What follows belongs to an exercise in optimizing a design on an open flow for small area; a production flow would make more cautious choices. Only simulation tests tie the RTL to the original design; equivalence was not proved.

==> flow/design.v (outline; a module is shown in full before it is edited, if it fits) <==
// module FFT_8pt: 822 lines
// module fft_fa: 4 lines
// module fft_ha: 4 lines
module FFT_8pt(
    input clk, reset,
    input [11:0] real_in, imag_in,
    input [2:0] addr_real, addr_imag,
    input wr_en_real, wr_en_imag,
    output [23:0] fft_real_out, fft_imag_out
);
  // ...
==> flow/flow/run.sh <==
#!/bin/bash
# Standard layout, with two changes: ports are buffered with the smallest
# buffer, and the clock tree uses larger sink clusters and no dummy loads.
set -euo pipefail
export BUFFER_PORTS_ARGS="-buffer_cell sky130_fd_sc_hd__buf_1"
export CTS_ARGS="-sink_clustering_enable -repair_clock_nets -dont_use_dummy_load -sink_clustering_size 24 -sink_clustering_max_diameter 120"
bash standard.sh > standard.log 2>&1
==> flow/standard.sh <==
#!/bin/bash
# synth_recipe.tcl (not shown) runs the flow's synth.tcl, then flattens the netlist and writes it again
# the make line also repeats each setting of config.mk as NAME=value (left out here)
make -C /OpenROAD-flow-scripts/flow DESIGN_CONFIG=/design/flow/config.mk WORK_HOME=/design/flow/orfs CLKGATE_MAP_FILE= SYNTH_SCRIPT=/design/flow/synth_recipe.tcl "${@:-finish}"
==> flow/config.mk <==
export PLATFORM = sky130hd
export DESIGN_NAME = FFT_8pt
export DESIGN_NICKNAME = FFT_8pt
export VERILOG_FILES = /design/flow/design.v
export SDC_FILE = /design/flow/constraint.sdc
export NUM_CORES = 4
export LEC_CHECK = 0
export CAP_MARGIN = 20
export CORE_MARGIN = 2
export CORE_UTILIZATION = 65
export SLEW_MARGIN = 20
export SYNTH_HIERARCHICAL = 1
==> flow/constraint.sdc <==
create_clock -name core_clock -period 16.0 [get_ports {clk}]
set_input_delay 3.2000 -clock core_clock [delete_from_list [all_inputs] [get_ports {clk}]]
set_output_delay 3.2000 -clock core_clock [all_outputs]
set_load 0.01 [all_outputs]
==> impl_results.md, run 1 <==
- Final setup viols: 0
- Grt met3 use: 2.269%
- Hold_ws: 0.3481 ns
- Top delay family on crit path: adder cells
- RePlAce Congestion: 0.8578
- DR WL met3: 1222 microns
- Most common cell in the netlist: fa_1
- Fillers: 2,433
- Post-Synth Adder-Cell Area: 28.39%
- Worst-Margin Slew: 0.8154 ns
- Bufs w/o clock: 112
- Hold WC Path Type: reg -> reg
- Simple-Gate Fraction of Synth Area: 2.983%
- Non-clock buffer share: 2.311%
- Die X: 189.8 microns
- Pin count of the biggest net entering global routing: 81
- Status: timing/DRC/antenna clean
- Area of the multi-input gates: 11,010 sq um
- Critical Path Source: k[0]
- Reg2reg end: out_i[23]
- Yosys top cell area share: 26.50%
- Row count: 68
- Largest family of logic cells by synthesized area: adder cells
- Nets: 1,873
- Ys Warns: 9
- Post-CTS setup buffer count: 0
- Unrepaired setup endpoints after global routing: no
==> inputs of run 2 (changes only) <==
--- a/flow/design.v
+++ b/flow/design.v
@@ -38,233 +38,233 @@
     always @(posedge clk) begin
         for (q = 0; q < 7; q = q + 1) begin
             rr[q] <= rr[q+1];
             ri[q] <= ri[q+1];
         end
         rr[7] <= er;
         ri[7] <= ei;
     end
-    wire [2:0] j = k + 3'd1;
-    wire [11:0] nr0 = rr[1];
-    wire [11:0] nr1 = rr[2];
-    wire [11:0] nr2 = rr[3];
-    wire [11:0] nr3 = rr[4];
-    wire [11:0] nr4 = rr[5];
-    wire [11:0] nr5 = rr[6];
-    wire [11:0] nr6 = rr[7];
-    wire [11:0] nr7 = er;
-    wire [11:0] ni0 = ri[1];
-    wire [11:0] ni1 = ri[2];
-    wire [11:0] ni2 = ri[3];
-    wire [11:0] ni3 = ri[4];
-    wire [11:0] ni4 = ri[5];
-    wire [11:0] ni5 = ri[6];
-    wire [11:0] ni6 = ri[7];
-    wire [11:0] ni7 = ei;
+    wire [2:0] j = k;
+    wire [11:0] sr0 = rr[0];
+    wire [11:0] sr1 = rr[1];
+    wire [11:0] sr2 = rr[2];
+    wire [11:0] sr3 = rr[3];
+    wire [11:0] sr4 = rr[4];
+    wire [11:0] sr5 = rr[5];
+    wire [11:0] sr6 = rr[6];
+    wire [11:0] sr7 = rr[7];
+    wire [11:0] si0 = ri[0];
+    wire [11:0] si1 = ri[1];
+    wire [11:0] si2 = ri[2];
+    wire [11:0] si3 = ri[3];
+    wire [11:0] si4 = ri[4];
+    wire [11:0] si5 = ri[5];
+    wire [11:0] si6 = ri[6];
+    wire [11:0] si7 = ri[7];
     wire odd = j[0];                  
     wire nr = j[1], ni = j[1] ^ j[0];   
     wire r0 = j[0] ^ j[1];            
     wire r1 = j[1] ^ j[2];
     wire ner = r1, nei = r1 ^ r0;
     wire ng = ~j[0] & j[1];           
     wire [23:0] yr, yi;
     wire w0, w1, w2, w3, w4, w5, w6, w7, w8, w9, w10, w11, w12, w13, w14, w15, w16, w17, w18, w19, w20, w21, w22, w23, w24, w25, w26, w27, w28, w29, w30, w31, w32, w33, w34, w35, w36, w37, w38, w39, w40, w41, w42, w43, w44, w45, w46, w47, w48, w49, w50, w51, w52, w53, w54, w55, w56, w57, w58, w59, w60, w61, w62, w63, w64, w65, w66, w67, w68, w69, w70, w71, w72, w73, w74, w75, w76, w77, w78, w79, w80, w81, w82, w83, w84, w85, w86, w87, w88, w89, w90, w91, w92, w93, w94, w95, w96, w97, w98, w99, w100, w101, w102, w103, w104, w105, w106, w107, w108, w109, w110, w111, w112, w113, w114, w115, w116, w117, w118, w119, w120, w121, w122, w123, w124, w125, w126, w127, w128, w129, w130, w131, w132, w133, w134, w135, w136, w137, w138, w139, w140, w141, w142, w143, w144, w145, w146, w147, w148, w149, w150, w151, w152, w153, w154, w155, w156, w157, w158, w159, w160, w161, w162, w163, w164, w165, w166, w167, w168, w169, w170, w171, w172, w173, w174, w175, w176, w177, w178, w179, w180, w181, w182, w183, w184, w185, w186, w187, w188, w189, w190, w191, w192, w193, w194, w195, w196, w197, w198, w199, w200, w201, w202, w203, w204, w205, w206, w207, w208, w209, w210, w211, w212, w213, w214, w215, w216, w217, w218, w219, w220, w221, w222, w223, w224, w225, w226, w227, w228, w229, w230, w231, w232, w233, w234, w235, w236, w237, w238, w239, w240, w241, w242, w243, w244, w245, w246, w247, w248, w249, w250, w251, w252, w253, w254, w255, w256, w257, w258, w259, w260, w261, w262, w263, w264, w265, w266, w267, w268, w269, w270, w271, w272, w273, w274, w275, w276, w277, w278, w279, w280, w281, w282, w283, w284, w285, w286, w287, w288, w289, w290, w291, w292, w293, w294, w295, w296, w297, w298, w299, w300, w301, w302, w303, w304, w305, w306, w307, w308, w309, w310, w311, w312, w313, w314, w315, w316, w317, w318, w319, w320, w321, w322, w323, w324, w325, w326, w327, w328, w329, w330, w331, w332, w333, w334, w335, w336, w337, w338, w339, w340, w341, w342, w343, w344, w345, w346, w347, w348, w349, w350, w351, w352, w353, w354, w355, w356, w357, w358, w359, w360, w361, w362, w363, w364, w365, w366, w367, w368, w369, w370, w371, w372, w373, w374, w375, w376, w377, w378, w379, w380, w381, w382, w383, w384, w385, w386, w387, w388, w389, w390, w391, w392, w393, w394, w395, w396, w397, w398, w399, w400, w401, w402, w403, w404, w405, w406, w407, w408, w409, w410, w411, w412, w413, w414, w415, w416, w417, w418, w419, w420, w421, w422, w423, w424, w425, w426, w427, w428, w429, w430, w431, w432, w433, w434, w435, w436, w437, w438, w439, w440, w441, w442, w443, w444, w445, w446, w447, w448, w449, w450, w451, w452, w453, w454, w455, w456, w457, w458, w459, w460, w461, w462, w463, w464, w465, w466, w467, w468, w469, w470, w471, w472, w473, w474, w475, w476, w477, w478, w479, w480, w481, w482, w483, w484, w485, w486, w487, w488, w489, w490, w491, w492, w493, w494, w495, w496, w497, w498, w499, w500, w501, w502, w503, w504, w505, w506, w507, w508, w509, w510, w511, w512, w513, w514, w515, w516, w517, w518, w519, w520, w521, w522, w523, w524, w525, w526, w527, w528, w529, w530, w531, w532, w533, w534, w535, w536, w537, w538, w539, w540, w541, w542, w543, w544, w545, w546, w547, w548, w549, w550, w551, w552, w553, w554, w555, w556, w557, w558, w559, w560, w561, w562, w563, w564, w565, w566, w567, w568, w569, w570, w571, w572, w573, w574, w575, w576, w577, w578, w579, w580, w581, w582, w583, w584, w585, w586, w587, w588, w589, w590, w591, w592, w593, w594, w595, w596, w597, w598, w599, w600, w601, w602, w603, w604, w605, w606, w607, w608, w609, w610, w611, w612, w613, w614, w615, w616, w617, w618, w619, w620, w621, w622, w623, w624, w625, w626, w627, w628, w629, w630, w631, w632, w633, w634, w635, w636, w637, w638, w639, w640, w641, w642, w643, w644, w645, w646, w647, w648, w649, w650, w651, w652, w653, w654, w655, w656, w657, w658, w659, w660, w661, w662, w663, w664, w665, w666, w667, w668, w669, w670, w671, w672, w673, w674, w675, w676, w677, w678, w679, w680, w681, w682, w683, w684, w685, w686, w687, w688, w689, w690, w691, w692, w693, w694, w695, w696, w697, w698, w699, w700, w701, w702, w703, w704, w705, w706, w707, w708, w709, w710, w711, w712, w713, w714, w715, w716, w717, w718, w719, w720, w721, w722, w723, w724, w725, w726, w727, w728, w729, w730, w731, w732, w733, w734, w735, w736, w737, w738, w739, w740, w741, w742, w743, w744, w745, w746, w747, w748, w749, w750, w751, w752, w753, w754, w755, w756, w757, w758, w759, w760, w761, w762, w763, w764, w765, w766, w767, w768, w769, w770, w771, w772, w773, w774, w775, w776, w777, w778, w779, w780, w781, w782, w783, w784, w785, w786, w787, w788, w789, w790, w791, w792, w793, w794, w795, w796, w797, w798, w799, w800, w801, w802, w803, w804, w805, w806, w807, w808, w809, w810, w811, w812, w813, w814, w815, w816, w817, w818, w819, w820, w821, w822, w823, w824, w825, w826, w827, w828, w829, w830, w831, w832, w833, w834, w835, w836, w837, w838, w839, w840, w841, w842, w843, w844, w845, w846, w847, w848, w849, w850, w851, w852, w853, w854, w855, w856, w857, w858, w859, w860, w861, w862, w863, w864, w865, w866, w867, w868, w869, w870, w871, w872, w873, w874, w875, w876, w877, w878, w879, w880, w881, w882, w883, w884, w885, w886, w887, w888, w889, w890, w891, w892, w893, w894, w895, w896, w897, w898, w899, w900, w901, w902, w903, w904, w905, w906, w907, w908, w909, w910, w911, w912, w913, w914, w915, w916, w917, w918, w919, w920, w921, w922, w923, w924, w925, w926, w927, w928, w929, w930, w931, w932, w933, w934, w935, w936, w937, w938, w939, w940, w941, w942, w943, w944, w945, w946, w947, w948, w949, w950, w951, w952, w953, w954, w955, w956, w957, w958, w959, w960, w961, w962, w963, w964, w965, w966, w967, w968, w969, w970, w971, w972, w973, w974, w975, w976, w977, w978, w979, w980, w981, w982, w983, w984, w985, w986, w987, w988, w989, w990, w991, w992, w993, w994, w995, w996, w997, w998, w999, w1000, w1001, w1002, w1003, w1004, w1005, w1006, w1007, w1008, w1009, w1010, w1011, w1012, w1013, w1014, w1015, w1016, w1017, w1018, w1019, w1020, w1021, w1022;
-    assign w0 = nr4[0] ^ odd;
-    assign w1 = nr4[1] ^ odd;
-    assign w2 = nr4[2] ^ odd;
-    assign w3 = nr4[3] ^ odd;
-    assign w4 = nr4[4] ^ odd;
-    assign w5 = nr4[5] ^ odd;
-    assign w6 = nr4[6] ^ odd;
-    assign w7 = nr4[7] ^ odd;
-    assign w8 = nr4[8] ^ odd;
-    assign w9 = nr4[9] ^ odd;
-    assign w10 = nr4[10] ^ odd;
-    assign w11 = nr4[11] ^ odd;
-    fft_fa uw12 (.a(nr0[0]), .b(w0), .c(odd), .s(w12), .co(w13));
-    fft_fa uw14 (.a(nr0[1]), .b(w1), .c(w13), .s(w14), .co(w15));
-    fft_fa uw16 (.a(nr0[2]), .b(w2), .c(w15), .s(w16), .co(w17));
-    fft_fa uw18 (.a(nr0[3]), .b(w3), .c(w17), .s(w18), .co(w19));
-    fft_fa uw20 (.a(nr0[4]), .b(w4), .c(w19), .s(w20), .co(w21));
-    fft_fa uw22 (.a(nr0[5]), .b(w5), .c(w21), .s(w22), .co(w23));
-    fft_fa uw24 (.a(nr0[6]), .b(w6), .c(w23), .s(w24), .co(w25));
-    fft_fa uw26 (.a(nr0[7]), .b(w7), .c(w25), .s(w26), .co(w27));
-    fft_fa uw28 (.a(nr0[8]), .b(w8), .c(w27), .s(w28), .co(w29));
-    fft_fa uw30 (.a(nr0[9]), .b(w9), .c(w29), .s(w30), .co(w31));
-    fft_fa uw32 (.a(nr0[10]), .b(w10), .c(w31), .s(w32), .co(w33));
-    fft_fa uw34 (.a(nr0[11]), .b(w11), .c(w33), .s(w34), .co(w35));
-    assign w36 = nr5[0] ^ odd;
-    assign w37 = nr5[1] ^ odd;
-    assign w38 = nr5[2] ^ odd;
-    assign w39 = nr5[3] ^ odd;
-    assign w40 = nr5[4] ^ odd;
-    assign w41 = nr5[5] ^ odd;
-    assign w42 = nr5[6] ^ odd;
-    assign w43 = nr5[7] ^ odd;
-    assign w44 = nr5[8] ^ odd;
-    assign w45 = nr5[9] ^ odd;
-    assign w46 = nr5[10] ^ odd;
-    assign w47 = nr5[11] ^ odd;
-    fft_fa uw48 (.a(nr1[0]), .b(w36), .c(odd), .s(w48), .co(w49));
-    fft_fa uw50 (.a(nr1[1]), .b(w37), .c(w49), .s(w50), .co(w51));
-    fft_fa uw52 (.a(nr1[2]), .b(w38), .c(w51), .s(w52), .co(w53));
-    fft_fa uw54 (.a(nr1[3]), .b(w39), .c(w53), .s(w54), .co(w55));
-    fft_fa uw56 (.a(nr1[4]), .b(w40), .c(w55), .s(w56), .co(w57));
-    fft_fa uw58 (.a(nr1[5]), .b(w41), .c(w57), .s(w58), .co(w59));
-    fft_fa uw60 (.a(nr1[6]), .b(w42), .c(w59), .s(w60), .co(w61));
-    fft_fa uw62 (.a(nr1[7]), .b(w43), .c(w61), .s(w62), .co(w63));
-    fft_fa uw64 (.a(nr1[8]), .b(w44), .c(w63), .s(w64), .co(w65));
-    fft_fa uw66 (.a(nr1[9]), .b(w45), .c(w65), .s(w66), .co(w67));
-    fft_fa uw68 (.a(nr1[10]), .b(w46), .c(w67), .s(w68), .co(w69));
-    fft_fa uw70 (.a(nr1[11]), .b(w47), .c(w69), .s(w70), .co(w71));
-    assign w72 = nr6[0] ^ odd;
-    assign w73 = nr6[1] ^ odd;
-    assign w74 = nr6[2] ^ odd;
-    assign w75 = nr6[3] ^ odd;
-    assign w76 = nr6[4] ^ odd;
-    assign w77 = nr6[5] ^ odd;
-    assign w78 = nr6[6] ^ odd;
-    assign w79 = nr6[7] ^ odd;
-    assign w80 = nr6[8] ^ odd;
-    assign w81 = nr6[9] ^ odd;
-    assign w82 = nr6[10] ^ odd;
-    assign w83 = nr6[11] ^ odd;
-    fft_fa uw84 (.a(nr2[0]), .b(w72), .c(odd), .s(w84), .co(w85));
-    fft_fa uw86 (.a(nr2[1]), .b(w73), .c(w85), .s(w86), .co(w87));
-    fft_fa uw88 (.a(nr2[2]), .b(w74), .c(w87), .s(w88), .co(w89));
-    fft_fa uw90 (.a(nr2[3]), .b(w75), .c(w89), .s(w90), .co(w91));
-    fft_fa uw92 (.a(nr2[4]), .b(w76), .c(w91), .s(w92), .co(w93));
-    fft_fa uw94 (.a(nr2[5]), .b(w77), .c(w93), .s(w94), .co(w95));
-    fft_fa uw96 (.a(nr2[6]), .b(w78), .c(w95), .s(w96), .co(w97));
-    fft_fa uw98 (.a(nr2[7]), .b(w79), .c(w97), .s(w98), .co(w99));
-    fft_fa uw100 (.a(nr2[8]), .b(w80), .c(w99), .s(w100), .co(w101));
-    fft_fa uw102 (.a(nr2[9]), .b(w81), .c(w101), .s(w102), .co(w103));
-    fft_fa uw104 (.a(nr2[10]), .b(w82), .c(w103), .s(w104), .co(w105));
-    fft_fa uw106 (.a(nr2[11]), .b(w83), .c(w105), .s(w106), .co(w107));
-    assign w108 = nr7[0] ^ odd;
-    assign w109 = nr7[1] ^ odd;
-    assign w110 = nr7[2] ^ odd;
-    assign w111 = nr7[3] ^ odd;
-    assign w112 = nr7[4] ^ odd;
-    assign w113 = nr7[5] ^ odd;
-    assign w114 = nr7[6] ^ odd;
-    assign w115 = nr7[7] ^ odd;
-    assign w116 = nr7[8] ^ odd;
-    assign w117 = nr7[9] ^ odd;
-    assign w118 = nr7[10] ^ odd;
-    assign w119 = nr7[11] ^ odd;
-    fft_fa uw120 (.a(nr3[0]), .b(w108), .c(odd), .s(w120), .co(w121));
-    fft_fa uw122 (.a(nr3[1]), .b(w109), .c(w121), .s(w122), .co(w123));
-    fft_fa uw124 (.a(nr3[2]), .b(w110), .c(w123), .s(w124), .co(w125));
-    fft_fa uw126 (.a(nr3[3]), .b(w111), .c(w125), .s(w126), .co(w127));
-    fft_fa uw128 (.a(nr3[4]), .b(w112), .c(w127), .s(w128), .co(w129));
-    fft_fa uw130 (.a(nr3[5]), .b(w113), .c(w129), .s(w130), .co(w131));
-    fft_fa uw132 (.a(nr3[6]), .b(w114), .c(w131), .s(w132), .co(w133));
-    fft_fa uw134 (.a(nr3[7]), .b(w115), .c(w133), .s(w134), .co(w135));
-    fft_fa uw136 (.a(nr3[8]), .b(w116), .c(w135), .s(w136), .co(w137));
-    fft_fa uw138 (.a(nr3[9]), .b(w117), .c(w137), .s(w138), .co(w139));
-    fft_fa uw140 (.a(nr3[10]), .b(w118), .c(w139), .s(w140), .co(w141));
-    fft_fa uw142 (.a(nr3[11]), .b(w119), .c(w141), .s(w142), .co(w143));
-    assign w144 = ni4[0] ^ odd;
-    assign w145 = ni4[1] ^ odd;
-    assign w146 = ni4[2] ^ odd;
-    assign w147 = ni4[3] ^ odd;
-    assign w148 = ni4[4] ^ odd;
-    assign w149 = ni4[5] ^ odd;
-    assign w150 = ni4[6] ^ odd;
-    assign w151 = ni4[7] ^ odd;
-    assign w152 = ni4[8] ^ odd;
-    assign w153 = ni4[9] ^ odd;
-    assign w154 = ni4[10] ^ odd;
-    assign w155 = ni4[11] ^ odd;
-    fft_fa uw156 (.a(ni0[0]), .b(w144), .c(odd), .s(w156), .co(w157));
-    fft_fa uw158 (.a(ni0[1]), .b(w145), .c(w157), .s(w158), .co(w159));
-    fft_fa uw160 (.a(ni0[2]), .b(w146), .c(w159), .s(w160), .co(w161));
-    fft_fa uw162 (.a(ni0[3]), .b(w147), .c(w161), .s(w162), .co(w163));
-    fft_fa uw164 (.a(ni0[4]), .b(w148), .c(w163), .s(w164), .co(w165));
-    fft_fa uw166 (.a(ni0[5]), .b(w149), .c(w165), .s(w166), .co(w167));
-    fft_fa uw168 (.a(ni0[6]), .b(w150), .c(w167), .s(w168), .co(w169));
-    fft_fa uw170 (.a(ni0[7]), .b(w151), .c(w169), .s(w170), .co(w171));
-    fft_fa uw172 (.a(ni0[8]), .b(w152), .c(w171), .s(w172), .co(w173));
-    fft_fa uw174 (.a(ni0[9]), .b(w153), .c(w173), .s(w174), .co(w175));
-    fft_fa uw176 (.a(ni0[10]), .b(w154), .c(w175), .s(w176), .co(w177));
-    fft_fa uw178 (.a(ni0[11]), .b(w155), .c(w177), .s(w178), .co(w179));
-    assign w180 = ni5[0] ^ odd;
-    assign w181 = ni5[1] ^ odd;
-    assign w182 = ni5[2] ^ odd;
-    assign w183 = ni5[3] ^ odd;
-    assign w184 = ni5[4] ^ odd;
-    assign w185 = ni5[5] ^ odd;
-    assign w186 = ni5[6] ^ odd;
-    assign w187 = ni5[7] ^ odd;
-    assign w188 = ni5[8] ^ odd;
-    assign w189 = ni5[9] ^ odd;
-    assign w190 = ni5[10] ^ odd;
-    assign w191 = ni5[11] ^ odd;
-    fft_fa uw192 (.a(ni1[0]), .b(w180), .c(odd), .s(w192), .co(w193));
-    fft_fa uw194 (.a(ni1[1]), .b(w181), .c(w193), .s(w194), .co(w195));
-    fft_fa uw196 (.a(ni1[2]), .b(w182), .c(w195), .s(w196), .co(w197));
-    fft_fa uw198 (.a(ni1[3]), .b(w183), .c(w197), .s(w198), .co(w199));
-    fft_fa uw200 (.a(ni1[4]), .b(w184), .c(w199), .s(w200), .co(w201));
-    fft_fa uw202 (.a(ni1[5]), .b(w185), .c(w201), .s(w202), .co(w203));
-    fft_fa uw204 (.a(ni1[6]), .b(w186), .c(w203), .s(w204), .co(w205));
-    fft_fa uw206 (.a(ni1[7]), .b(w187), .c(w205), .s(w206), .co(w207));
-    fft_fa uw208 (.a(ni1[8]), .b(w188), .c(w207), .s(w208), .co(w209));
-    fft_fa uw210 (.a(ni1[9]), .b(w189), .c(w209), .s(w210), .co(w211));
-    fft_fa uw212 (.a(ni1[10]), .b(w190), .c(w211), .s(w212), .co(w213));
-    fft_fa uw214 (.a(ni1[11]), .b(w191), .c(w213), .s(w214), .co(w215));
-    assign w216 = ni6[0] ^ odd;
-    assign w217 = ni6[1] ^ odd;
-    assign w218 = ni6[2] ^ odd;
-    assign w219 = ni6[3] ^ odd;
-    assign w220 = ni6[4] ^ odd;
-    assign w221 = ni6[5] ^ odd;
-    assign w222 = ni6[6] ^ odd;
-    assign w223 = ni6[7] ^ odd;
-    assign w224 = ni6[8] ^ odd;
-    assign w225 = ni6[9] ^ odd;
-    assign w226 = ni6[10] ^ odd;
-    assign w227 = ni6[11] ^ odd;
-    fft_fa uw228 (.a(ni2[0]), .b(w216), .c(odd), .s(w228), .co(w229));
-    fft_fa uw230 (.a(ni2[1]), .b(w217), .c(w229), .s(w230), .co(w231));
-    fft_fa uw232 (.a(ni2[2]), .b(w218), .c(w231), .s(w232), .co(w233));
-    fft_fa uw234 (.a(ni2[3]), .b(w219), .c(w233), .s(w234), .co(w235));
-    fft_fa uw236 (.a(ni2[4]), .b(w220), .c(w235), .s(w236), .co(w237));
-    fft_fa uw238 (.a(ni2[5]), .b(w221), .c(w237), .s(w238), .co(w239));
-    fft_fa uw240 (.a(ni2[6]), .b(w222), .c(w239), .s(w240), .co(w241));
-    fft_fa uw242 (.a(ni2[7]), .b(w223), .c(w241), .s(w242), .co(w243));
-    fft_fa uw244 (.a(ni2[8]), .b(w224), .c(w243), .s(w244), .co(w245));
-    fft_fa uw246 (.a(ni2[9]), .b(w225), .c(w245), .s(w246), .co(w247));
-    fft_fa uw248 (.a(ni2[10]), .b(w226), .c(w247), .s(w248), .co(w249));
-    fft_fa uw250 (.a(ni2[11]), .b(w227), .c(w249), .s(w250), .co(w251));
-    assign w252 = ni7[0] ^ odd;
-    assign w253 = ni7[1] ^ odd;
-    assign w254 = ni7[2] ^ odd;
-    assign w255 = ni7[3] ^ odd;
-    assign w256 = ni7[4] ^ odd;
-    assign w257 = ni7[5] ^ odd;
-    assign w258 = ni7[6] ^ odd;
-    assign w259 = ni7[7] ^ odd;
-    assign w260 = ni7[8] ^ odd;
-    assign w261 = ni7[9] ^ odd;
-    assign w262 = ni7[10] ^ odd;
-    assign w263 = ni7[11] ^ odd;
-    fft_fa uw264 (.a(ni3[0]), .b(w252), .c(odd), .s(w264), .co(w265));
-    fft_fa uw266 (.a(ni3[1]), .b(w253), .c(w265), .s(w266), .co(w267));
-    fft_fa uw268 (.a(ni3[2]), .b(w254), .c(w267), .s(w268), .co(w269));
-    fft_fa uw270 (.a(ni3[3]), .b(w255), .c(w269), .s(w270), .co(w271));
-    fft_fa uw272 (.a(ni3[4]), .b(w256), .c(w271), .s(w272), .co(w273));
-    fft_fa uw274 (.a(ni3[5]), .b(w257), .c(w273), .s(w274), .co(w275));
-    fft_fa uw276 (.a(ni3[6]), .b(w258), .c(w275), .s(w276), .co(w277));
-    fft_fa uw278 (.a(ni3[7]), .b(w259), .c(w277), .s(w278), .co(w279));
-    fft_fa uw280 (.a(ni3[8]), .b(w260), .c(w279), .s(w280), .co(w281));
-    fft_fa uw282 (.a(ni3[9]), .b(w261), .c(w281), .s(w282), .co(w283));
-    fft_fa uw284 (.a(ni3[10]), .b(w262), .c(w283), .s(w284), .co(w285));
-    fft_fa uw286 (.a(ni3[11]), .b(w263), .c(w285), .s(w286), .co(w287));
+    assign w0 = sr4[0] ^ odd;
+    assign w1 = sr4[1] ^ odd;
+    assign w2 = sr4[2] ^ odd;
+    assign w3 = sr4[3] ^ odd;
+    assign w4 = sr4[4] ^ odd;
+    assign w5 = sr4[5] ^ odd;
+    assign w6 = sr4[6] ^ odd;
+    assign w7 = sr4[7] ^ odd;
+    assign w8 = sr4[8] ^ odd;
+    assign w9 = sr4[9] ^ odd;
+    assign w10 = sr4[10] ^ odd;
+    assign w11 = sr4[11] ^ odd;
+    fft_fa uw12 (.a(sr0[0]), .b(w0), .c(odd), .s(w12), .co(w13));
+    fft_fa uw14 (.a(sr0[1]), .b(w1), .c(w13), .s(w14), .co(w15));
+    fft_fa uw16 (.a(sr0[2]), .b(w2), .c(w15), .s(w16), .co(w17));
+    fft_fa uw18 (.a(sr0[3]), .b(w3), .c(w17), .s(w18), .co(w19));
+    fft_fa uw20 (.a(sr0[4]), .b(w4), .c(w19), .s(w20), .co(w21));
+    fft_fa uw22 (.a(sr0[5]), .b(w5), .c(w21), .s(w22), .co(w23));
+    fft_fa uw24 (.a(sr0[6]), .b(w6), .c(w23), .s(w24), .co(w25));
+    fft_fa uw26 (.a(sr0[7]), .b(w7), .c(w25), .s(w26), .co(w27));
+    fft_fa uw28 (.a(sr0[8]), .b(w8), .c(w27), .s(w28), .co(w29));
+    fft_fa uw30 (.a(sr0[9]), .b(w9), .c(w29), .s(w30), .co(w31));
+    fft_fa uw32 (.a(sr0[10]), .b(w10), .c(w31), .s(w32), .co(w33));
+    fft_fa uw34 (.a(sr0[11]), .b(w11), .c(w33), .s(w34), .co(w35));
+    assign w36 = sr5[0] ^ odd;
+    assign w37 = sr5[1] ^ odd;
+    assign w38 = sr5[2] ^ odd;
+    assign w39 = sr5[3] ^ odd;
+    assign w40 = sr5[4] ^ odd;
+    assign w41 = sr5[5] ^ odd;
+    assign w42 = sr5[6] ^ odd;
+    assign w43 = sr5[7] ^ odd;
+    assign w44 = sr5[8] ^ odd;
+    assign w45 = sr5[9] ^ odd;
+    assign w46 = sr5[10] ^ odd;
+    assign w47 = sr5[11] ^ odd;
+    fft_fa uw48 (.a(sr1[0]), .b(w36), .c(odd), .s(w48), .co(w49));
+    fft_fa uw50 (.a(sr1[1]), .b(w37), .c(w49), .s(w50), .co(w51));
+    fft_fa uw52 (.a(sr1[2]), .b(w38), .c(w51), .s(w52), .co(w53));
+    fft_fa uw54 (.a(sr1[3]), .b(w39), .c(w53), .s(w54), .co(w55));
+    fft_fa uw56 (.a(sr1[4]), .b(w40), .c(w55), .s(w56), .co(w57));
+    fft_fa uw58 (.a(sr1[5]), .b(w41), .c(w57), .s(w58), .co(w59));
+    fft_fa uw60 (.a(sr1[6]), .b(w42), .c(w59), .s(w60), .co(w61));
+    fft_fa uw62 (.a(sr1[7]), .b(w43), .c(w61), .s(w62), .co(w63));
+    fft_fa uw64 (.a(sr1[8]), .b(w44), .c(w63), .s(w64), .co(w65));
+    fft_fa uw66 (.a(sr1[9]), .b(w45), .c(w65), .s(w66), .co(w67));
+    fft_fa uw68 (.a(sr1[10]), .b(w46), .c(w67), .s(w68), .co(w69));
+    fft_fa uw70 (.a(sr1[11]), .b(w47), .c(w69), .s(w70), .co(w71));
+    assign w72 = sr6[0] ^ odd;
+    assign w73 = sr6[1] ^ odd;
+    assign w74 = sr6[2] ^ odd;
+    assign w75 = sr6[3] ^ odd;
+    assign w76 = sr6[4] ^ odd;
+    assign w77 = sr6[5] ^ odd;
+    assign w78 = sr6[6] ^ odd;
+    assign w79 = sr6[7] ^ odd;
+    assign w80 = sr6[8] ^ odd;
+    assign w81 = sr6[9] ^ odd;
+    assign w82 = sr6[10] ^ odd;
+    assign w83 = sr6[11] ^ odd;
+    fft_fa uw84 (.a(sr2[0]), .b(w72), .c(odd), .s(w84), .co(w85));
+    fft_fa uw86 (.a(sr2[1]), .b(w73), .c(w85), .s(w86), .co(w87));
+    fft_fa uw88 (.a(sr2[2]), .b(w74), .c(w87), .s(w88), .co(w89));
+    fft_fa uw90 (.a(sr2[3]), .b(w75), .c(w89), .s(w90), .co(w91));
+    fft_fa uw92 (.a(sr2[4]), .b(w76), .c(w91), .s(w92), .co(w93));
+    fft_fa uw94 (.a(sr2[5]), .b(w77), .c(w93), .s(w94), .co(w95));
+    fft_fa uw96 (.a(sr2[6]), .b(w78), .c(w95), .s(w96), .co(w97));
+    fft_fa uw98 (.a(sr2[7]), .b(w79), .c(w97), .s(w98), .co(w99));
+    fft_fa uw100 (.a(sr2[8]), .b(w80), .c(w99), .s(w100), .co(w101));
+    fft_fa uw102 (.a(sr2[9]), .b(w81), .c(w101), .s(w102), .co(w103));
+    fft_fa uw104 (.a(sr2[10]), .b(w82), .c(w103), .s(w104), .co(w105));
+    fft_fa uw106 (.a(sr2[11]), .b(w83), .c(w105), .s(w106), .co(w107));
+    assign w108 = sr7[0] ^ odd;
+    assign w109 = sr7[1] ^ odd;
+    assign w110 = sr7[2] ^ odd;
+    assign w111 = sr7[3] ^ odd;
+    assign w112 = sr7[4] ^ odd;
+    assign w113 = sr7[5] ^ odd;
+    assign w114 = sr7[6] ^ odd;
+    assign w115 = sr7[7] ^ odd;
+    assign w116 = sr7[8] ^ odd;
+    assign w117 = sr7[9] ^ odd;
+    assign w118 = sr7[10] ^ odd;
+    assign w119 = sr7[11] ^ odd;
+    fft_fa uw120 (.a(sr3[0]), .b(w108), .c(odd), .s(w120), .co(w121));
+    fft_fa uw122 (.a(sr3[1]), .b(w109), .c(w121), .s(w122), .co(w123));
+    fft_fa uw124 (.a(sr3[2]), .b(w110), .c(w123), .s(w124), .co(w125));
+    fft_fa uw126 (.a(sr3[3]), .b(w111), .c(w125), .s(w126), .co(w127));
+    fft_fa uw128 (.a(sr3[4]), .b(w112), .c(w127), .s(w128), .co(w129));
+    fft_fa uw130 (.a(sr3[5]), .b(w113), .c(w129), .s(w130), .co(w131));
+    fft_fa uw132 (.a(sr3[6]), .b(w114), .c(w131), .s(w132), .co(w133));
+    fft_fa uw134 (.a(sr3[7]), .b(w115), .c(w133), .s(w134), .co(w135));
+    fft_fa uw136 (.a(sr3[8]), .b(w116), .c(w135), .s(w136), .co(w137));
+    fft_fa uw138 (.a(sr3[9]), .b(w117), .c(w137), .s(w138), .co(w139));
+    fft_fa uw140 (.a(sr3[10]), .b(w118), .c(w139), .s(w140), .co(w141));
+    fft_fa uw142 (.a(sr3[11]), .b(w119), .c(w141), .s(w142), .co(w143));
+    assign w144 = si4[0] ^ odd;
+    assign w145 = si4[1] ^ odd;
+    assign w146 = si4[2] ^ odd;
+    assign w147 = si4[3] ^ odd;
+    assign w148 = si4[4] ^ odd;
+    assign w149 = si4[5] ^ odd;
+    assign w150 = si4[6] ^ odd;
+    assign w151 = si4[7] ^ odd;
+    assign w152 = si4[8] ^ odd;
+    assign w153 = si4[9] ^ odd;
+    assign w154 = si4[10] ^ odd;
+    assign w155 = si4[11] ^ odd;
+    fft_fa uw156 (.a(si0[0]), .b(w144), .c(odd), .s(w156), .co(w157));
+    fft_fa uw158 (.a(si0[1]), .b(w145), .c(w157), .s(w158), .co(w159));
+    fft_fa uw160 (.a(si0[2]), .b(w146), .c(w159), .s(w160), .co(w161));
+    fft_fa uw162 (.a(si0[3]), .b(w147), .c(w161), .s(w162), .co(w163));
+    fft_fa uw164 (.a(si0[4]), .b(w148), .c(w163), .s(w164), .co(w165));
+    fft_fa uw166 (.a(si0[5]), .b(w149), .c(w165), .s(w166), .co(w167));
+    fft_fa uw168 (.a(si0[6]), .b(w150), .c(w167), .s(w168), .co(w169));
+    fft_fa uw170 (.a(si0[7]), .b(w151), .c(w169), .s(w170), .co(w171));
+    fft_fa uw172 (.a(si0[8]), .b(w152), .c(w171), .s(w172), .co(w173));
+    fft_fa uw174 (.a(si0[9]), .b(w153), .c(w173), .s(w174), .co(w175));
+    fft_fa uw176 (.a(si0[10]), .b(w154), .c(w175), .s(w176), .co(w177));
+    fft_fa uw178 (.a(si0[11]), .b(w155), .c(w177), .s(w178), .co(w179));
+    assign w180 = si5[0] ^ odd;
+    assign w181 = si5[1] ^ odd;
+    assign w182 = si5[2] ^ odd;
+    assign w183 = si5[3] ^ odd;
+    assign w184 = si5[4] ^ odd;
+    assign w185 = si5[5] ^ odd;
+    assign w186 = si5[6] ^ odd;
+    assign w187 = si5[7] ^ odd;
+    assign w188 = si5[8] ^ odd;
+    assign w189 = si5[9] ^ odd;
+    assign w190 = si5[10] ^ odd;
+    assign w191 = si5[11] ^ odd;
+    fft_fa uw192 (.a(si1[0]), .b(w180), .c(odd), .s(w192), .co(w193));
+    fft_fa uw194 (.a(si1[1]), .b(w181), .c(w193), .s(w194), .co(w195));
+    fft_fa uw196 (.a(si1[2]), .b(w182), .c(w195), .s(w196), .co(w197));
+    fft_fa uw198 (.a(si1[3]), .b(w183), .c(w197), .s(w198), .co(w199));
+    fft_fa uw200 (.a(si1[4]), .b(w184), .c(w199), .s(w200), .co(w201));
+    fft_fa uw202 (.a(si1[5]), .b(w185), .c(w201), .s(w202), .co(w203));
+    fft_fa uw204 (.a(si1[6]), .b(w186), .c(w203), .s(w204), .co(w205));
+    fft_fa uw206 (.a(si1[7]), .b(w187), .c(w205), .s(w206), .co(w207));
+    fft_fa uw208 (.a(si1[8]), .b(w188), .c(w207), .s(w208), .co(w209));
+    fft_fa uw210 (.a(si1[9]), .b(w189), .c(w209), .s(w210), .co(w211));
+    fft_fa uw212 (.a(si1[10]), .b(w190), .c(w211), .s(w212), .co(w213));
+    fft_fa uw214 (.a(si1[11]), .b(w191), .c(w213), .s(w214), .co(w215));
+    assign w216 = si6[0] ^ odd;
+    assign w217 = si6[1] ^ odd;
+    assign w218 = si6[2] ^ odd;
+    assign w219 = si6[3] ^ odd;
+    assign w220 = si6[4] ^ odd;
+    assign w221 = si6[5] ^ odd;
+    assign w222 = si6[6] ^ odd;
+    assign w223 = si6[7] ^ odd;
+    assign w224 = si6[8] ^ odd;
+    assign w225 = si6[9] ^ odd;
+    assign w226 = si6[10] ^ odd;
+    assign w227 = si6[11] ^ odd;
+    fft_fa uw228 (.a(si2[0]), .b(w216), .c(odd), .s(w228), .co(w229));
+    fft_fa uw230 (.a(si2[1]), .b(w217), .c(w229), .s(w230), .co(w231));
+    fft_fa uw232 (.a(si2[2]), .b(w218), .c(w231), .s(w232), .co(w233));
+    fft_fa uw234 (.a(si2[3]), .b(w219), .c(w233), .s(w234), .co(w235));
+    fft_fa uw236 (.a(si2[4]), .b(w220), .c(w235), .s(w236), .co(w237));
+    fft_fa uw238 (.a(si2[5]), .b(w221), .c(w237), .s(w238), .co(w239));
+    fft_fa uw240 (.a(si2[6]), .b(w222), .c(w239), .s(w240), .co(w241));
+    fft_fa uw242 (.a(si2[7]), .b(w223), .c(w241), .s(w242), .co(w243));
+    fft_fa uw244 (.a(si2[8]), .b(w224), .c(w243), .s(w244), .co(w245));
+    fft_fa uw246 (.a(si2[9]), .b(w225), .c(w245), .s(w246), .co(w247));
+    fft_fa uw248 (.a(si2[10]), .b(w226), .c(w247), .s(w248), .co(w249));
+    fft_fa uw250 (.a(si2[11]), .b(w227), .c(w249), .s(w250), .co(w251));
+    assign w252 = si7[0] ^ odd;
+    assign w253 = si7[1] ^ odd;
+    assign w254 = si7[2] ^ odd;
+    assign w255 = si7[3] ^ odd;
+    assign w256 = si7[4] ^ odd;
+    assign w257 = si7[5] ^ odd;
+    assign w258 = si7[6] ^ odd;
+    assign w259 = si7[7] ^ odd;
+    assign w260 = si7[8] ^ odd;
+    assign w261 = si7[9] ^ odd;
+    assign w262 = si7[10] ^ odd;
+    assign w263 = si7[11] ^ odd;
+    fft_fa uw264 (.a(si3[0]), .b(w252), .c(odd), .s(w264), .co(w265));
+    fft_fa uw266 (.a(si3[1]), .b(w253), .c(w265), .s(w266), .co(w267));
+    fft_fa uw268 (.a(si3[2]), .b(w254), .c(w267), .s(w268), .co(w269));
+    fft_fa uw270 (.a(si3[3]), .b(w255), .c(w269), .s(w270), .co(w271));
+    fft_fa uw272 (.a(si3[4]), .b(w256), .c(w271), .s(w272), .co(w273));
+    fft_fa uw274 (.a(si3[5]), .b(w257), .c(w273), .s(w274), .co(w275));
+    fft_fa uw276 (.a(si3[6]), .b(w258), .c(w275), .s(w276), .co(w277));
+    fft_fa uw278 (.a(si3[7]), .b(w259), .c(w277), .s(w278), .co(w279));
+    fft_fa uw280 (.a(si3[8]), .b(w260), .c(w279), .s(w280), .co(w281));
+    fft_fa uw282 (.a(si3[9]), .b(w261), .c(w281), .s(w282), .co(w283));
+    fft_fa uw284 (.a(si3[10]), .b(w262), .c(w283), .s(w284), .co(w285));
+    fft_fa uw286 (.a(si3[11]), .b(w263), .c(w285), .s(w286), .co(w287));
     assign w288 = odd ? w228 : w84;
     assign w289 = odd ? w230 : w86;
     assign w290 = odd ? w232 : w88;
     assign w291 = odd ? w234 : w90;
     assign w292 = odd ? w236 : w92;
     assign w293 = odd ? w238 : w94;
     assign w294 = odd ? w240 : w96;
     assign w295 = odd ? w242 : w98;
@@ -808,23 +808,18 @@
     assign yi[16] = w1007;
     assign yi[17] = w1009;
     assign yi[18] = w1011;
     assign yi[19] = w1013;
     assign yi[20] = w1015;
     assign yi[21] = w1017;
     assign yi[22] = w1019;
     assign yi[23] = w1021;
-    reg [23:0] out_r, out_i;
-    always @(posedge clk) begin
-        out_r <= yr;
-        out_i <= yi;
-    end
-    assign fft_real_out = out_r;
-    assign fft_imag_out = out_i;
+    assign fft_real_out = yr;
+    assign fft_imag_out = yi;
 endmodule
 module fft_fa(input a, b, c, output s, co);
     assign s = a ^ b ^ c;
     assign co = (a & b) | (a & c) | (b & c);
 endmodule
 module fft_ha(input a, b, output s, co);
     assign s = a ^ b;
     assign co = a & b;
==> flow/run.sh (new file) <==
#!/bin/bash
# synth_recipe.tcl (not shown) runs the flow's synth.tcl, then flattens the netlist and writes it again
# the make line also repeats each setting of config.mk as NAME=value (left out here)
make -C /OpenROAD-flow-scripts/flow DESIGN_CONFIG=/design/flow/config.mk WORK_HOME=/design/flow/orfs CLKGATE_MAP_FILE= SYNTH_SCRIPT=/design/flow/synth_recipe.tcl finish
==> flow/config.mk (replaced) <==
export PLATFORM = sky130hd
export DESIGN_NAME = FFT_8pt
export DESIGN_NICKNAME = FFT_8pt
export VERILOG_FILES = /design/flow/design.v
export SDC_FILE = /design/flow/constraint.sdc
export NUM_CORES = 4
export LEC_CHECK = 0
export CAP_MARGIN = 20
export CORE_MARGIN = 2
export CORE_UTILIZATION = 40
export SLEW_MARGIN = 20
export SYNTH_HIERARCHICAL = 1
removed: flow/flow/run.sh
removed: flow/standard.sh
==> run 2 against run 1 <==
Against the previous run: first-iteration DRC count grew 0.95%; critical endpoint is now fft_real_out[23]; clock-buffer cell count increased by 37; sequential share of layout area is 7.2 points lower; worst hold slack improved by 0.0061 ns; clock skew down 0.028 ns; highest routed layer is now met4; final area is 8.1% higher; final cell count rose by 20%; via count increased by 4.8%; critical path type is now reg -> out; the layout now fails its checks (setup timing).
==> impl_results.md, run 2 <==
- Largest cells by area after synthesis: edfxtp_1, fa_1, dfxtp_1
- DR iter-0 viols: 532
- Unrepaired setup endpoints after global routing: yes
- Critical path type: reg -> out
- Mapped Area: 22,040 sq um
- Register-to-Register Path Depth: 5
- Critical path data arrival time: 14.48 ns
- Routed vias: 11,111
- Post-DRT Antenna Nets: 0
- Die area: 57,010 sq um
- Syn_area_per_cell: 14.85 sq um
- Sequential fraction of the synthesis area: 44.86%
- Area grow syn2layout: 16.54%
- Hold_ws: 0.3542 ns (+0.006081 ns)
- Latest clock arrival within the worst-skew pair: 0.52 ns
- Slew Limit Headroom: 31.74%
- Hold EP: ri[5][7]
- Nets: 1,989 (+6.2%)
- Ys flop type: edfxtp_1
- Number of CTS-inserted buffers: 38
- CTS tree: yes
- Hold WC Path Type: reg -> reg
- Clock Tree Buf Depth: 3
- Die Y: 238.8 microns
- Status: complete, but fails checks
- Yosys cell types: 33
- Leading area contributor after synthesis: edfxtp_1
- Worst path max stage delay: 0.58 ns
- Crit-path max FO: 5
- Root Buffer: clkbuf_16
- Pre-antenna DRT Iters: 4
- EDFF count, synth: 198
- Detailed Route WL: 46,440 microns
- Worst reg2reg startpoint: k[0]
- GRT Total Usage: 16.82%
- CP required: 12.80 ns
- Grt ovf: 0
- Number of cells on the worst hold path: 0
- Min Tclk post-route: 17.68 ns
- Yosys top cell area share: 26.97% (+0.47 points)
- Initial antenna violation count: 0
- Post-layout util: 46.91%
- Most frequent cells in the layout: edfxtp_1, dfxtp_1, fa_1
- Port bufs: 81
- Max-cap violations: 0
- Clock sinks: 394
- Most common cell after layout, fill and taps aside: edfxtp_1
- First-pass GRT wire length: 71,890 microns
- Die X: 238.8 microns (+26%)
- Most used cell, CP: fa_2
- Post-synth top cells: fa_1, edfxtp_1, dfxtp_1
- Async S/R FF share, synth: 1.015%
- #FFs+latches synth: 394
- Max-slew violations: 0
- Startpoint Class: flop
- Diodes inserted: 0
- # hold bufs at CTS: 0
- Most common cell in the netlist: fa_1
- I/O Pins: 82
- F_max: 0.05656 GHz
- CP Capture Type: output pin
- Skew final: 0.007759 ns
- Final setup viols: 12 (+12)
- Clk pin slew, worst setup/hold paths: 0.07 ns
- Cell count after synthesis: 1,485
- Pin count of the biggest net entering global routing: 49 (-40%)
- HP Start: ri[6][7]
- RePlAce Congestion: 0.8722 (+1.7%)
- Ys Warns: 9 (unchanged)
- Share of cells above drive strength 1: 24.36%
- Reg2reg end: k[1]
- Core ar.: 54,770 sq um
- Mapped Nets: 1,853
- Drt wl/cell: 19.73 microns
- Via density per instance: 4.720
- Initial Util: 40.25%
- Detail Placement HPWL: 36,870 microns
- Setup total negative slack: -11.29 ns
- Vias in the first global route: 12,546
- R2R setup slack: 13.87 ns
- Place WS: -1.609 ns
- Final worst setup slack: -1.681 ns
- Row count: 86 (+26%)
- Tcrit/Tclk final: 110.5%
- Slowest CP cell: fa_2
- Final Hold Viols: 0
- DR DRC count: 0
- Worst-Margin Slew: 1.020 ns (+0.2047 ns)
- Layout check failures: setup timing
- H-tree depth: 2
## run 2: Yosys stat by module (local to each module, per instance)
module   cell area [sq um]  cells inside  flops+latches  times used
FFT_8pt              15770          1159            394           1
fft_fa               20.02             1              0         292
fft_ha               12.51             1              0          34
## run 2: layout make-up
class	instances	area [sq um]
tap	704	880.8
clock buffer	59	1122
inverter	75	281.5
timing repair buffer	207	1787
clock inverter	10	108.9
fill	4735	29080
multi-input combinational	905	11620
sequential	394	9893
## run 2: through the flow
step                cell area, sq um  std cells
finish                         25690       2354
global route                   25690       2354
CTS                            25600       2352
detailed placement             24290       2279
global placement               24290       2279
floorplan                      22490       1485
## run 2: cells by family after synthesis
kind of cell	Yosys count	share of synthesized area (%)
compound gates	72	2.588
xor+xnor	206	8.184
fa+ha+maj	334	28.90
buf+inv	186	4.631
flops	394	44.86
mux	176	8.264
simple gates	117	2.571
## run 2: layer usage
layer,GRT usage (%),wire (microns),share of wire (%),vias up
met3,1.674,1073,2.3,50
li1,-,-,-,5161
met2,31.14,24610,53,136
met5,0,0,0,-
met1,21.27,19970,43,5764
met4,3.561,782,1.7,0
## run 2: repair_timing
| item | 4_1_cts | 5_1_grt |
|---|---|---|
| setup endpoints to repair | 15 | 16 |
| resized for setup | 73 | 25 |
| pin swaps | 22 | 44 |
| buffers inserted | 4 | 2 |
## run 2: worst max-delay path by stage
stage,startpoint,end,cells after the start
after floorplan,k[0],fft_real_out[23],40
after global placement,k[0],fft_real_out[23],36
after detailed placement,k[0],fft_imag_out[23],37
after CTS,k[0],fft_real_out[23],37
after global routing,k[0],fft_real_out[23],37
final,k[0],fft_real_out[23],37
## run 2: critical path: cells and delay by family, from the launching register on
family,cells,cell delay (ns)
xor+xnor,3,0.56
fa+ha+maj,31,12.47
flops,1,0.54
mux,1,0.10
simple gates,1,0.18
buf+inv,1,0.09

## static timing again, ports no longer ideal
In the flow no input, the clock included, has a driving cell. The finished layouts below were timed again as built, in two steps.
Step 1: set_driving_cell puts a clkbuf_16 on clk and a buf_2 on each other input, an assumption about the parent block.
Step 2 moves the port delays by t, midway between the first and last clock arrival at a register: inputs arrive t later, outputs are due t later. That takes back most of the time a late clock gives input paths.
a / b / c = ideal / step 1 / step 2; a / b = the first two.
run	t, ns	setup slack, ns	hold slack, ns	clock arrival spread, ns	pins driven straight from the clock port
run 1	0.579	0.980 / 0.980 / 0.980	0.348 / 0.348 / 0.348	0.036 / 0.036	1
run 2	0.576	-1.681 / -1.736 / -1.160	0.354 / 0.354 / 0.354	0.012 / 0.012	1
